Context: an optimization exercise on an open-source flow, tuned for a short achievable clock period and few clock cycles. The choices shown serve that exercise and are no tape-out recipe. In this exercise RTL edits were held to simulation tests only and were not proved equivalent to the original.

==> v7 <==
==> flow/design.v (excerpt) <==
module rv_core (
    input  logic        clk,
    input  logic        rst,
    output logic [31:0] imem_addr,
    input  logic [31:0] imem_rdata,
    input  logic        imem_resp,
    output logic [31:0] dmem_addr,
    output logic        dmem_read,
    output logic        dmem_write,
    output logic [3:0]  dmem_wmask,
    output logic [31:0] dmem_wdata,
    input  logic [31:0] dmem_rdata,
    input  logic        dmem_resp
);
export LEC_CHECK = 0
export ABC_CLOCK_PERIOD_IN_PS = 4500
export CAP_MARGIN = 30
export CORE_MARGIN = 2
export CORE_UTILIZATION = 40
export SLEW_MARGIN = 30
create_clock -name core_clock -period 14.5 [get_ports {clk}]
standard.sh (not shown) runs the stock make flow with config.mk's settings and CLKGATE_MAP_FILE= SYNTH_SCRIPT=/design/flow/synth_recipe.tcl, a recipe that flattens the netlist after the stock synthesis.
==> flow/flow/run.sh <==
#!/bin/bash
# Standard ORFS layout (the standard.sh, unchanged synthesis), with the
# timing repair steps asked to leave 10 ns of setup slack at the design's
# 14.5 ns clock, so that the layout is optimised for speed.
set -uo pipefail
bash standard.sh SETUP_SLACK_MARGIN=10 finish > make_finish.log 2>&1
status=$?
tail -5 make_finish.log
exit $status
==> inputs of v24, as changes to v7 <==
--- a/flow/design.v
+++ b/flow/design.v
@@ -8,11 +8,12 @@
     input  logic [31:0] b,
     output logic        idle,
     output logic        done,
     output logic [31:0] res
 );
-localparam logic [2:0] S_IDLE = 3'd0, S_M3 = 3'd1, S_DN = 3'd2, S_DI = 3'd3, S_DD = 3'd4;
+localparam logic [2:0] S_IDLE = 3'd0, S_M3 = 3'd1, S_DN = 3'd2, S_DI = 3'd3, S_DD = 3'd4,
+                       S_M2 = 3'd5;
 logic [2:0] st;
 logic        sa_m, sb_m;
 logic [31:0] cx, cy;
 assign sa_m = (f3[1:0] == 2'b01) | (f3[1:0] == 2'b10);
 assign sb_m = (f3[1:0] == 2'b01);
@@ -23,11 +24,11 @@
     for (int i = 0; i < 32; i++) pp[i] = b[i] ? ({32'd0, a} << i) : 64'd0;
     pp[32] = {~cx, 32'd0};
     pp[33] = {~cy, 32'd0};
     pp[34] = 64'h0000_0002_0000_0000;
 end
-logic [63:0] m2_o [0:5];
+logic [63:0] m2_o [0:7];
 logic [63:0] m2_l0_s0, m2_l0_c0;
 logic [63:0] m2_l0_s1, m2_l0_c1;
 logic [63:0] m2_l0_s2, m2_l0_c2;
 logic [63:0] m2_l0_s3, m2_l0_c3;
 logic [63:0] m2_l0_s4, m2_l0_c4;
@@ -51,12 +52,10 @@
 logic [63:0] m2_l2_s3, m2_l2_c3;
 logic [63:0] m2_l2_s4, m2_l2_c4;
 logic [63:0] m2_l3_s0, m2_l3_c0;
 logic [63:0] m2_l3_s1, m2_l3_c1;
 logic [63:0] m2_l3_s2, m2_l3_c2;
-logic [63:0] m2_l4_s0, m2_l4_c0;
-logic [63:0] m2_l4_s1, m2_l4_c1;
 assign m2_l0_s0 = pp[0] ^ pp[1] ^ pp[2];
 assign m2_l0_c0 = ((pp[0] & pp[1]) | (pp[0] & pp[2]) | (pp[1] & pp[2])) << 1;
 assign m2_l0_s1 = pp[3] ^ pp[4] ^ pp[5];
 assign m2_l0_c1 = ((pp[3] & pp[4]) | (pp[3] & pp[5]) | (pp[4] & pp[5])) << 1;
 assign m2_l0_s2 = pp[6] ^ pp[7] ^ pp[8];
@@ -107,39 +106,44 @@
 assign m2_l3_c0 = ((m2_l2_s0 & m2_l2_c0) | (m2_l2_s0 & m2_l2_s1) | (m2_l2_c0 & m2_l2_s1)) << 1;
 assign m2_l3_s1 = m2_l2_c1 ^ m2_l2_s2 ^ m2_l2_c2;
 assign m2_l3_c1 = ((m2_l2_c1 & m2_l2_s2) | (m2_l2_c1 & m2_l2_c2) | (m2_l2_s2 & m2_l2_c2)) << 1;
 assign m2_l3_s2 = m2_l2_s3 ^ m2_l2_c3 ^ m2_l2_s4;
 assign m2_l3_c2 = ((m2_l2_s3 & m2_l2_c3) | (m2_l2_s3 & m2_l2_s4) | (m2_l2_c3 & m2_l2_s4)) << 1;
-assign m2_l4_s0 = m2_l3_s0 ^ m2_l3_c0 ^ m2_l3_s1;
-assign m2_l4_c0 = ((m2_l3_s0 & m2_l3_c0) | (m2_l3_s0 & m2_l3_s1) | (m2_l3_c0 & m2_l3_s1)) << 1;
-assign m2_l4_s1 = m2_l3_c1 ^ m2_l3_s2 ^ m2_l3_c2;
-assign m2_l4_c1 = ((m2_l3_c1 & m2_l3_s2) | (m2_l3_c1 & m2_l3_c2) | (m2_l3_s2 & m2_l3_c2)) << 1;
-assign m2_o[0] = m2_l4_s0;
-assign m2_o[1] = m2_l4_c0;
-assign m2_o[2] = m2_l4_s1;
-assign m2_o[3] = m2_l4_c1;
-assign m2_o[4] = m2_l2_c4;
-assign m2_o[5] = m2_l1_c7;
-logic [63:0] mq [0:5];      
+assign m2_o[0] = m2_l3_s0;
+assign m2_o[1] = m2_l3_c0;
+assign m2_o[2] = m2_l3_s1;
+assign m2_o[3] = m2_l3_c1;
+assign m2_o[4] = m2_l3_s2;
+assign m2_o[5] = m2_l3_c2;
+assign m2_o[6] = m2_l2_c4;
+assign m2_o[7] = m2_l1_c7;
+logic [63:0] mq [0:7];      
 logic        mhi;
 logic [63:0] m3_o [0:1];
 logic [63:0] m3_l0_s0, m3_l0_c0;
 logic [63:0] m3_l0_s1, m3_l0_c1;
 logic [63:0] m3_l1_s0, m3_l1_c0;
+logic [63:0] m3_l1_s1, m3_l1_c1;
 logic [63:0] m3_l2_s0, m3_l2_c0;
+logic [63:0] m3_l3_s0, m3_l3_c0;
 assign m3_l0_s0 = mq[0] ^ mq[1] ^ mq[2];
 assign m3_l0_c0 = ((mq[0] & mq[1]) | (mq[0] & mq[2]) | (mq[1] & mq[2])) << 1;
 assign m3_l0_s1 = mq[3] ^ mq[4] ^ mq[5];
 assign m3_l0_c1 = ((mq[3] & mq[4]) | (mq[3] & mq[5]) | (mq[4] & mq[5])) << 1;
 assign m3_l1_s0 = m3_l0_s0 ^ m3_l0_c0 ^ m3_l0_s1;
 assign m3_l1_c0 = ((m3_l0_s0 & m3_l0_c0) | (m3_l0_s0 & m3_l0_s1) | (m3_l0_c0 & m3_l0_s1)) << 1;
-assign m3_l2_s0 = m3_l1_s0 ^ m3_l1_c0 ^ m3_l0_c1;
-assign m3_l2_c0 = ((m3_l1_s0 & m3_l1_c0) | (m3_l1_s0 & m3_l0_c1) | (m3_l1_c0 & m3_l0_c1)) << 1;
-assign m3_o[0] = m3_l2_s0;
-assign m3_o[1] = m3_l2_c0;
+assign m3_l1_s1 = m3_l0_c1 ^ mq[6] ^ mq[7];
+assign m3_l1_c1 = ((m3_l0_c1 & mq[6]) | (m3_l0_c1 & mq[7]) | (mq[6] & mq[7])) << 1;
+assign m3_l2_s0 = m3_l1_s0 ^ m3_l1_c0 ^ m3_l1_s1;
+assign m3_l2_c0 = ((m3_l1_s0 & m3_l1_c0) | (m3_l1_s0 & m3_l1_s1) | (m3_l1_c0 & m3_l1_s1)) << 1;
+assign m3_l3_s0 = m3_l2_s0 ^ m3_l2_c0 ^ m3_l1_c1;
+assign m3_l3_c0 = ((m3_l2_s0 & m3_l2_c0) | (m3_l2_s0 & m3_l1_c1) | (m3_l2_c0 & m3_l1_c1)) << 1;
+assign m3_o[0] = m3_l3_s0;
+assign m3_o[1] = m3_l3_c0;
+logic [63:0] ms, mc;        
 logic [63:0] prod;
-assign prod = m3_o[0] + m3_o[1];
+assign prod = ms + mc;
 logic [31:0] ma;            
 logic [31:0] da, db;
 logic        negq, negr, bz, isrem;
 logic [31:0] rr, xx, qq;
 logic [33:0] db3;
@@ -204,11 +208,12 @@
 always_ff @(posedge clk) begin
     if (rst) begin
         st <= S_IDLE;
     end else begin
         case (st)
-            S_IDLE: if (start) st <= f3[2] ? S_DN : S_M3;
+            S_IDLE: if (start) st <= f3[2] ? S_DN : S_M2;
+            S_M2:   st <= S_M3;
             S_M3:   if (!hold) st <= S_IDLE;
             S_DN: begin
                 if (!dtriv) st <= S_DI;
                 else if (!hold) st <= S_IDLE;
             end
@@ -218,11 +223,11 @@
     end
 end
 always_ff @(posedge clk) begin
     case (st)
         S_IDLE: begin
-            for (int i = 0; i < 6; i++) mq[i] <= m2_o[i];
+            for (int i = 0; i < 8; i++) mq[i] <= m2_o[i];
             mhi   <= (f3[1:0] != 2'b00);
             ma    <= a;
             da    <= (!f3[0] && a[31]) ? (32'd0 - a) : a;
             db    <= (!f3[0] && b[31]) ? (32'd0 - b) : b;
             negq  <= !f3[0] && (a[31] ^ b[31]);
@@ -231,10 +236,14 @@
             isrem <= f3[1];
             ca    <= clz32(a ^ {32{!f3[0] & a[31]}});
             cb    <= clz32(b ^ {32{!f3[0] & b[31]}});
             nega  <= !f3[0] & a[31];
         end
+        S_M2: begin
+            ms <= m3_o[0];
+            mc <= m3_o[1];
+        end
         S_DN: begin
             db3 <= {2'b00, db} + {1'b0, db, 1'b0};
             qq  <= 32'd0;
             cnt <= n2[5:1];
             {rr, xx} <= {da, 32'd0} >> n2;
@@ -292,10 +301,11 @@
 logic        e_sub, e_sra;
 logic [9:0]  e_rsel;           
 logic        m_v, m_wen, m_load, m_store;
 logic [4:0]  m_rd;
 logic [31:0] m_res, m_wdata;
+logic [31:0] m_addr;           
 logic [3:0]  m_wmask;
 logic [3:0]  m_bsel, m_ssel;
 logic        m_b1hi, m_isb, m_isw;
 logic        w_wen;
 logic [4:0]  w_rd;
@@ -496,42 +506,32 @@
     pp13p  <= fa[31:13] + 19'd1;
     pp13m  <= fa[31:13] - 19'd1;
     pp_hit <= f_hit;
     pp_tk  <= f_tk;
 end
+logic       q_adv;
+assign q_adv = dv & ~stall & ~luse & ~qe;       
 always_ff @(posedge clk) begin
     if (rst) begin
         q_cnt    <= 3'd0;
         q_head   <= 2'd0;
-        q_tail   <= 2'd0;
         d_redone <= 1'b0;
     end else begin
-        if (e_red) begin
-            q_cnt  <= 3'd0;
-            q_tail <= q_head;
-        end else if (d_red) begin
-            if (qe) begin
-                q_cnt <= d_go ? 3'd0 : 3'd1;
-                if (!d_go) q_tail <= q_tail + 2'd1;
-            end else if (d_go) begin
-                q_cnt  <= 3'd0;
-                q_head <= q_head + 2'd1;
-                q_tail <= q_head + 2'd1;
-            end else begin
-                q_cnt  <= 3'd1;
-                q_tail <= q_head + 2'd1;
-            end
-        end else begin
-            if (enq & ~d_go)      q_cnt <= q_cnt + 3'd1;
-            else if (~enq & d_go) q_cnt <= q_cnt - 3'd1;
-            q_head <= q_head + {1'b0, d_go & ~qe};
-            q_tail <= q_tail + {1'b0, enq & ~(qe & d_go)};
-        end
+        if (q_adv) q_head <= q_head + 2'd1;
+        if (e_red)
+            q_cnt <= 3'd0;
+        else if (d_red)
+            q_cnt <= d_go ? 3'd0 : 3'd1;        
+        else if (enq & ~d_go)
+            q_cnt <= q_cnt + 3'd1;
+        else if (~enq & d_go)
+            q_cnt <= q_cnt - 3'd1;
         if (e_red | d_go)  d_redone <= 1'b0;
         else if (d_red)    d_redone <= 1'b1;
     end
 end
+assign q_tail = q_head + q_cnt[1:0];
 always_ff @(posedge clk) begin
     if (pv & imem_resp) begin
         q_ins[q_tail] <= imem_rdata;
         q_pc[q_tail]  <= ppc;
         q_hit[q_tail] <= pp_hit;
@@ -621,10 +621,11 @@
     end else if (!stall) begin
         m_v     <= e_v;
         m_load  <= e_v & e_load;
         m_store <= e_v & e_store;
     end
+    if (!stall && e_v && (e_load || e_store)) m_addr <= sum;
     if (!stall) begin
         m_wen   <= e_wen;
         m_rd    <= e_rd;
         m_res   <= e_res;
         m_wdata <= xc << {lo2, 3'b000};
@@ -644,11 +645,11 @@
         if (e_f3[2] || e_f3[1])    m_ssel <= 4'b0000;
         else if (e_f3[0])          m_ssel <= lo2[1] ? 4'b1000 : 4'b0010;
         else                       m_ssel <= lo_oh;
     end
 end
-assign dmem_addr  = m_res;
+assign dmem_addr  = m_addr;
 assign dmem_read  = m_load;
 assign dmem_write = m_store;
 assign dmem_wmask = m_wmask;
 assign dmem_wdata = m_wdata;
 logic [31:0] ld;
==> flow/flow/run.sh (replaced) <==
#!/bin/bash
# Standard ORFS layout (the standard.sh, unchanged synthesis), with the
# timing repair steps asked to leave 10 ns of setup slack at the design's
# 14.5 ns clock, so that the layout is optimised for speed, and free to
# resize cells across footprints.
set -uo pipefail
bash standard.sh SETUP_SLACK_MARGIN=10 MATCH_CELL_FOOTPRINT=0 finish > make_finish.log 2>&1
status=$?
tail -5 make_finish.log
exit $status
==> results.txt <==
quantity	v7	v24
Outcome	complete, no violations	complete, no violations
Number of antenna violations at the first check in global routing	142	104
Number of well taps	6968	7208
Met1 global-route usage	44.3%	43.6%
Final critical path time including I/O delays and setup	5.28 ns	5.15 ns
Avg Inst Size Synth	10.7 µm²	11.3 µm²
Clock distribution area overhead in the final layout	4.45%	5.04%
Total Nets Final	22500	21700
Crit start category	flip-flop	input port
Die Wd	728 µm	742 µm
Area share of the leading cell type in the synthesized netlist	44.9%	46.2%
Testbench counts of v7, summed over its fixed seeds: cycles 8,428.
Testbench counts of v24, summed over its fixed seeds: cycles 8,551.

==> separate check: timing with driven ports <==
Ports are ideal in the flow. The routed layouts listed here were re-timed in OpenROAD. Step 1, drivers: a clkbuf_16 drives clk and a buf_2 each remaining input, both assumed. Step 2 adds t to the input delays and takes it off the output delays; t is the mean of the earliest and latest rising clock arrival at the registers after step 1. Input paths then give back, and output paths get back, about the clock's delay inside the block. a / b / c = ideal ports / drivers / drivers and shift; a / b = the first two.
| run | t (ns) | setup WS [ns] | latest minus earliest clock arrival (ns) | slew at the worst register clock pin (ns) | worst slew at a driven data input, ns |
|---|---|---|---|---|---|
| v7 | 1.165 | 9.219 / 9.219 / 8.211 | 0.118 / 0.117 | 0.08 / 0.08 | 0.30 |
| v24 | 1.167 | 9.352 / 9.344 / 8.209 | 0.138 / 0.138 | 0.07 / 0.07 | 0.44 |
After both steps setup and hold are still met in every run listed. The setup slack of v24, which loses most, moves by -0.008 ns with the drivers and by -1.143 ns with both steps.
